From an optimization exercise on the open Yosys and OpenROAD flow, aimed at small area, a short achievable clock period and few clock cycles per item; shortcuts taken in it are not production practice.
Function was checked by simulation only, so behaviour that the tests miss may differ from the original.
Power is estimated from default activity; no workload was simulated.

## oak
==> flow/design.v <==
module fa_cell (input wire a, input wire b, input wire c, output wire s, output wire co);
    assign s  = a ^ b ^ c;
    assign co = (a & b) | (a & c) | (b & c);
endmodule
module ha_cell (input wire a, input wire b, output wire s, output wire co);
    assign s  = a ^ b;
    assign co = a & b;
endmodule
module hold_cell (input wire ld, input wire hd, input wire d, input wire q, output wire o);
    assign o = (ld & d) | (hd & q);
endmodule
module hold1_cell (input wire ld, input wire hd, input wire r, input wire d, input wire q, output wire o);
    assign o = (ld & d) | (hd & q) | r;
endmodule
module fir_top #(
    parameter K  = 8,
    parameter DW = 8,
    parameter CW = 8
)(
    input  wire clk,
    input  wire rst,
    input  wire start,
    input  wire signed [DW-1:0] x_in,
    output wire signed [DW+CW+$clog2(K):0] y_out,
    output wire data_valid
);
    reg [7:0] u1, u2, u3, u4, u5, u6;
    reg [10:0] w;
    reg [11:0] ra, rb;
    reg [11:0] y;
    reg dv;
    wire [7:0] u_in = {~x_in[7], x_in[6:0]};
    wire [10:0] w_nx;                         
    wire ld = start & ~rst;
    wire hd = ~start & ~rst;
    wire [58:0] hist = {w, u6, u5, u4, u3, u2, u1};
    wire [58:0] hin  = {w_nx, u5, u4, u3, u2, u1, u_in};
    localparam [58:0] RST1 = {11'd896, {6{8'h80}}};
    wire [58:0] hnx;
    genvar gi;
    generate
        for (gi = 0; gi < 59; gi = gi + 1) begin : g_hist
            if (RST1[gi]) begin : g_one
                hold1_cell u_h (.ld(ld), .hd(hd), .r(rst), .d(hin[gi]), .q(hist[gi]), .o(hnx[gi]));
            end else begin : g_zero
                hold_cell u_h (.ld(ld), .hd(hd), .d(hin[gi]), .q(hist[gi]), .o(hnx[gi]));
            end
        end
    endgenerate
    always @(posedge clk)
        {w, u6, u5, u4, u3, u2, u1} <= hnx;
    wire s1, c1;
    fa_cell u_fa1 (.a(u1[0]), .b(u2[0]), .c(u3[0]), .s(s1), .co(c1));
    wire s2, c2;
    fa_cell u_fa2 (.a(u1[1]), .b(u2[1]), .c(u3[1]), .s(s2), .co(c2));
    wire s3, c3;
    ha_cell u_ha3 (.a(u4[1]), .b(u5[1]), .s(s3), .co(c3));
    wire s4, c4;
    fa_cell u_fa4 (.a(u1[2]), .b(u2[2]), .c(u3[2]), .s(s4), .co(c4));
    wire s5, c5;
    fa_cell u_fa5 (.a(u4[2]), .b(u5[2]), .c(w[2]), .s(s5), .co(c5));
    wire s6, c6;
    fa_cell u_fa6 (.a(u1[3]), .b(u2[3]), .c(u3[3]), .s(s6), .co(c6));
    wire s7, c7;
    fa_cell u_fa7 (.a(u4[3]), .b(u5[3]), .c(w[3]), .s(s7), .co(c7));
    wire s8, c8;
    fa_cell u_fa8 (.a(u1[4]), .b(u2[4]), .c(u3[4]), .s(s8), .co(c8));
    wire s9, c9;
    fa_cell u_fa9 (.a(u4[4]), .b(u5[4]), .c(w[4]), .s(s9), .co(c9));
    wire s10, c10;
    fa_cell u_fa10 (.a(u1[5]), .b(u2[5]), .c(u3[5]), .s(s10), .co(c10));
    wire s11, c11;
    fa_cell u_fa11 (.a(u4[5]), .b(u5[5]), .c(w[5]), .s(s11), .co(c11));
    wire s12, c12;
    fa_cell u_fa12 (.a(u1[6]), .b(u2[6]), .c(u3[6]), .s(s12), .co(c12));
    wire s13, c13;
    fa_cell u_fa13 (.a(u4[6]), .b(u5[6]), .c(w[6]), .s(s13), .co(c13));
    wire s14, c14;
    fa_cell u_fa14 (.a(u1[7]), .b(u2[7]), .c(u3[7]), .s(s14), .co(c14));
    wire s15, c15;
    fa_cell u_fa15 (.a(u4[7]), .b(u5[7]), .c(w[7]), .s(s15), .co(c15));
    wire s16, c16;
    ha_cell u_ha16 (.a(u4[0]), .b(u5[0]), .s(s16), .co(c16));
    wire s17, c17;
    fa_cell u_fa17 (.a(w[1]), .b(s2), .c(s3), .s(s17), .co(c17));
    wire s18, c18;
    fa_cell u_fa18 (.a(s4), .b(s5), .c(c2), .s(s18), .co(c18));
    wire s19, c19;
    fa_cell u_fa19 (.a(s6), .b(s7), .c(c4), .s(s19), .co(c19));
    wire s20, c20;
    fa_cell u_fa20 (.a(s8), .b(s9), .c(c6), .s(s20), .co(c20));
    wire s21, c21;
    fa_cell u_fa21 (.a(s10), .b(s11), .c(c8), .s(s21), .co(c21));
    wire s22, c22;
    fa_cell u_fa22 (.a(s12), .b(s13), .c(c10), .s(s22), .co(c22));
    wire s23, c23;
    fa_cell u_fa23 (.a(s14), .b(s15), .c(c12), .s(s23), .co(c23));
    wire s24, c24;
    ha_cell u_ha24 (.a(w[8]), .b(c14), .s(s24), .co(c24));
    wire s25, c25;
    ha_cell u_ha25 (.a(w[0]), .b(s1), .s(s25), .co(c25));
    wire s26, c26;
    fa_cell u_fa26 (.a(c1), .b(s17), .c(c16), .s(s26), .co(c26));
    wire s27, c27;
    fa_cell u_fa27 (.a(c3), .b(s18), .c(c17), .s(s27), .co(c27));
    wire s28, c28;
    fa_cell u_fa28 (.a(c5), .b(s19), .c(c18), .s(s28), .co(c28));
    wire s29, c29;
    fa_cell u_fa29 (.a(c7), .b(s20), .c(c19), .s(s29), .co(c29));
    wire s30, c30;
    fa_cell u_fa30 (.a(c9), .b(s21), .c(c20), .s(s30), .co(c30));
    wire s31, c31;
    fa_cell u_fa31 (.a(c11), .b(s22), .c(c21), .s(s31), .co(c31));
    wire s32, c32;
    fa_cell u_fa32 (.a(c13), .b(s23), .c(c22), .s(s32), .co(c32));
    wire s33, c33;
    fa_cell u_fa33 (.a(c15), .b(s24), .c(c23), .s(s33), .co(c33));
    wire s34, c34;
    ha_cell u_ha34 (.a(w[9]), .b(c24), .s(s34), .co(c34));
    wire [11:0] pr0 = {1'b0, w[10], s34, s33, s32, s31, s30, s29, s28, s27, s26, s16};
    wire [11:0] pr1 = {1'b0, c34, c33, c32, c31, c30, c29, c28, c27, c26, c25, s25};
    localparam [11:0] RA0 = 12'd0;
    localparam [11:0] RB0 = 12'd1536;
    wire s35, c35;
    fa_cell u_fa35 (.a(u6[0]), .b(u5[1]), .c(u6[2]), .s(s35), .co(c35));
    wire s36, c36;
    fa_cell u_fa36 (.a(u6[1]), .b(u5[2]), .c(u6[3]), .s(s36), .co(c36));
    wire s37, c37;
    fa_cell u_fa37 (.a(u6[2]), .b(u5[3]), .c(u6[4]), .s(s37), .co(c37));
    wire s38, c38;
    fa_cell u_fa38 (.a(u6[3]), .b(u5[4]), .c(u6[5]), .s(s38), .co(c38));
    wire s39, c39;
    fa_cell u_fa39 (.a(u6[4]), .b(u5[5]), .c(u6[6]), .s(s39), .co(c39));
    wire s40, c40;
    fa_cell u_fa40 (.a(u6[5]), .b(u5[6]), .c(u6[7]), .s(s40), .co(c40));
    wire s41, c41;
    ha_cell u_ha41 (.a(u6[6]), .b(u5[7]), .s(s41), .co(c41));
    wire [10:0] wr0 = {1'b0, u6[7], s41, s40, s39, s38, s37, s36, s35, u5[0], u6[0]};
    wire [10:0] wr1 = {1'b0, c41, c40, c39, c38, c37, c36, c35, 1'b0, u6[1], 1'b0};
    assign w_nx = wr0 + wr1;                  
    always @(posedge clk or posedge rst) begin
        if (rst) begin
            ra <= RA0;
            rb <= RB0;
        end else begin
            ra <= pr0;
            rb <= pr1;
        end
    end
    wire [11:0] uu = {2'b00, u_in, 2'b00};
    wire [11:0] sx = ra ^ rb;
    wire [11:0] sg = ra & rb;
    wire [11:0] so = ra | rb;
    wire [11:0] ss = sx ^ uu;
    wire [11:0] sk = sg | (uu & so);
    wire [11:0] s  = ss + {sk[10:0], 1'b0};
    always @(posedge clk)
        y <= {~s[11], s[10:0]};
    always @(posedge clk or posedge rst) begin
        if (rst) dv <= 1'b0;
        else     dv <= start;
    end
    assign y_out = {{8{y[11]}}, y};
    assign data_valid = dv;
endmodule
Settings: LEC_CHECK=0, CAP_MARGIN=20, CORE_MARGIN=2, CORE_UTILIZATION=40, CTS_BUF_LIST=sky130_fd_sc_hd__clkbuf_8, CTS_CLUSTER_SIZE=30, SETUP_SLACK_MARGIN=3.8, SLEW_MARGIN=20, SYNTH_HIERARCHICAL=1; clock period 6.0 ns.
standard.sh (not shown) runs the stock make flow with config.mk's settings and CLKGATE_MAP_FILE= SYNTH_SCRIPT=/design/flow/synth_recipe.tcl, a recipe that flattens the netlist after the stock synthesis.
==> flow/flow/run.sh <==
#!/bin/bash
# The standard layout (standard.sh) with these changes:
#  - port buffers are buf_1 cells instead of the flow's default pick
#    (clkdlybuf4s50_1, a slow delay cell);
#  - synthesis is the standard flow's script, except that
#    - Yosys's full/half adder extraction runs only inside the fa_cell and
#      ha_cell modules, so the final adder is left to abc as plain gates (the
#      extracted fa_1/ha_1 cells are slow on its carry path);
#    - the adders use Yosys's default carry-lookahead map, not ORFS's
#      Kogge-Stone one (abc makes them smaller and as fast from it);
#    - abc maps the top module with ORFS's abc_area.script (it builds the
#      final adder from fast NAND gates) and the small cell modules with the
#      default abc_speed.script (which keeps the history muxes as a22o).
#  - clock tree synthesis inserts no dummy loads (they only add area here).
#  Registers are untouched.
set -euo pipefail
W=$(pwd)
export BUFFER_PORTS_ARGS="-buffer_cell sky130_fd_sc_hd__buf_1"
# ORFS's clock tree settings (as config.mk would set them), without dummy loads
export CTS_ARGS="-sink_clustering_enable -repair_clock_nets -sink_clustering_size 30 -buf_list sky130_fd_sc_hd__clkbuf_8 -dont_use_dummy_load"
sed -e 's|extract_fa {\*}\[dont_use_extract_fa_args\]|extract_fa {*}[dont_use_extract_fa_args] fa_cell ha_cell|' \
    -e 's|"-extra-map \$::env(FLOW_HOME)/platforms/common/lcu_kogge_stone.v"|""|' \
    -e 's|^  log_cmd abc {\*}\$abc_args$|  log_cmd abc {*}$abc_args fir_top %n\n  log_cmd abc {*}[lreplace $abc_args 1 1 $::env(SCRIPTS_DIR)/abc_area.script] fir_top|' \
    "$FLOW_HOME/scripts/synth.tcl" > "$W/flow_synth_core.tcl"
grep -q 'dont_use_extract_fa_args\] fa_cell ha_cell' "$W/flow_synth_core.tcl"
! grep -q 'lcu_kogge_stone' "$W/flow_synth_core.tcl"
grep -q 'abc_area.script\] fir_top' "$W/flow_synth_core.tcl"
sed "s|source \$::env(SCRIPTS_DIR)/synth.tcl|source $W/flow_synth_core.tcl|" synth_recipe.tcl > "$W/flow_synth.tcl"
grep -q "flow_synth_core.tcl" "$W/flow_synth.tcl"
sed "s|SYNTH_SCRIPT=[^ ]*|SYNTH_SCRIPT=$W/flow_synth.tcl|" standard.sh > "$W/flow_standard.sh"
grep -q "SYNTH_SCRIPT=$W/flow_synth.tcl" "$W/flow_standard.sh"
bash "$W/flow_standard.sh" > "$W/standard.log" 2>&1
oak: no failed stages, no open violations at the end
Testbench counts of oak, summed over its fixed seeds: cycles 16,000, items 8,000.
#### Input delta (pine over oak)
-- flow/design.v --
<<< oak, line 26
);
    reg [7:0] u1, u2, u3, u4, u5, u6;
    reg [10:0] w;
    reg [11:0] ra, rb;
    reg [11:0] y;
>>> pine, line 26
);
    reg [7:0] u1, u2, u3, u4, u5, u6;
    reg [10:0] wi;                            
    wire [10:0] w = wi ^ 11'h380;
    reg [11:0] ra, rb;
    reg [11:0] y;
<<< oak, line 34
    wire ld = start & ~rst;
    wire hd = ~start & ~rst;
    wire [58:0] hist = {w, u6, u5, u4, u3, u2, u1};
    wire [58:0] hin  = {w_nx, u5, u4, u3, u2, u1, u_in};
    localparam [58:0] RST1 = {11'd896, {6{8'h80}}};
    wire [58:0] hnx;
    genvar gi;
>>> pine, line 35
    wire ld = start & ~rst;
    wire hd = ~start & ~rst;
    wire [58:0] hist = {wi, u6, u5, u4, u3, u2, u1};
    wire [58:0] hin  = {w_nx ^ 11'h380, u5, u4, u3, u2, u1, u_in};
    localparam [58:0] RST1 = {11'd0, {6{8'h80}}};
    wire [58:0] hnx;
    genvar gi;
<<< oak, line 49
    endgenerate
    always @(posedge clk)
        {w, u6, u5, u4, u3, u2, u1} <= hnx;
    wire s1, c1;
    fa_cell u_fa1 (.a(u1[0]), .b(u2[0]), .c(u3[0]), .s(s1), .co(c1));
>>> pine, line 50
    endgenerate
    always @(posedge clk)
        {wi, u6, u5, u4, u3, u2, u1} <= hnx;
    wire s1, c1;
    fa_cell u_fa1 (.a(u1[0]), .b(u2[0]), .c(u3[0]), .s(s1), .co(c1));
## What came out
Compared with oak, pine shows a lower post-synthesis simple-gate area fraction. Top-level I/O count: oak vs pine identical. pine vs oak — via count of the first global-routing pass dropped slightly. As far as die area is concerned, pine and oak perform about the same. On vertical extent of the die, oak and pine are basically level. There was hardly any difference in sequential share of power between oak and pine. Measured against each other, oak and pine differ in non-clock buffer count, the lower figure coming from pine. Worst-case setup margin in the final layout: pine vs oak up 0.097 ns. Compared pine against oak; power within noise.
Testbench counts of pine, summed over its fixed seeds: cycles 16,000, items 8,000.

[separate check: timing with driven ports]
No port has a modelled driver above. Below, the same layouts with a new extraction and two added sets of constraints. Step 1 assumes that a clkbuf_16 drives the clock port and a buf_2 every other input. Step 2 adds t to the input delays and takes it off the output delays; t is the mean of the earliest and latest rising clock arrival at the registers after step 1. Input paths then give back, and output paths get back, about the clock's delay inside the block. Three values: ideal, step 1, step 2; two values: the first two.
run	t, ns	setup WS [ns]	clock arrival spread, ns
oak	0.383	3.781 / 3.781 / 3.540	0.014 / 0.014
pine	0.383	3.877 / 3.867 / 3.518	0.033 / 0.033
After both steps every run listed still meets setup and hold. The setup slack of pine, which loses most, moves by -0.010 ns with the drivers and by -0.359 ns with both steps.
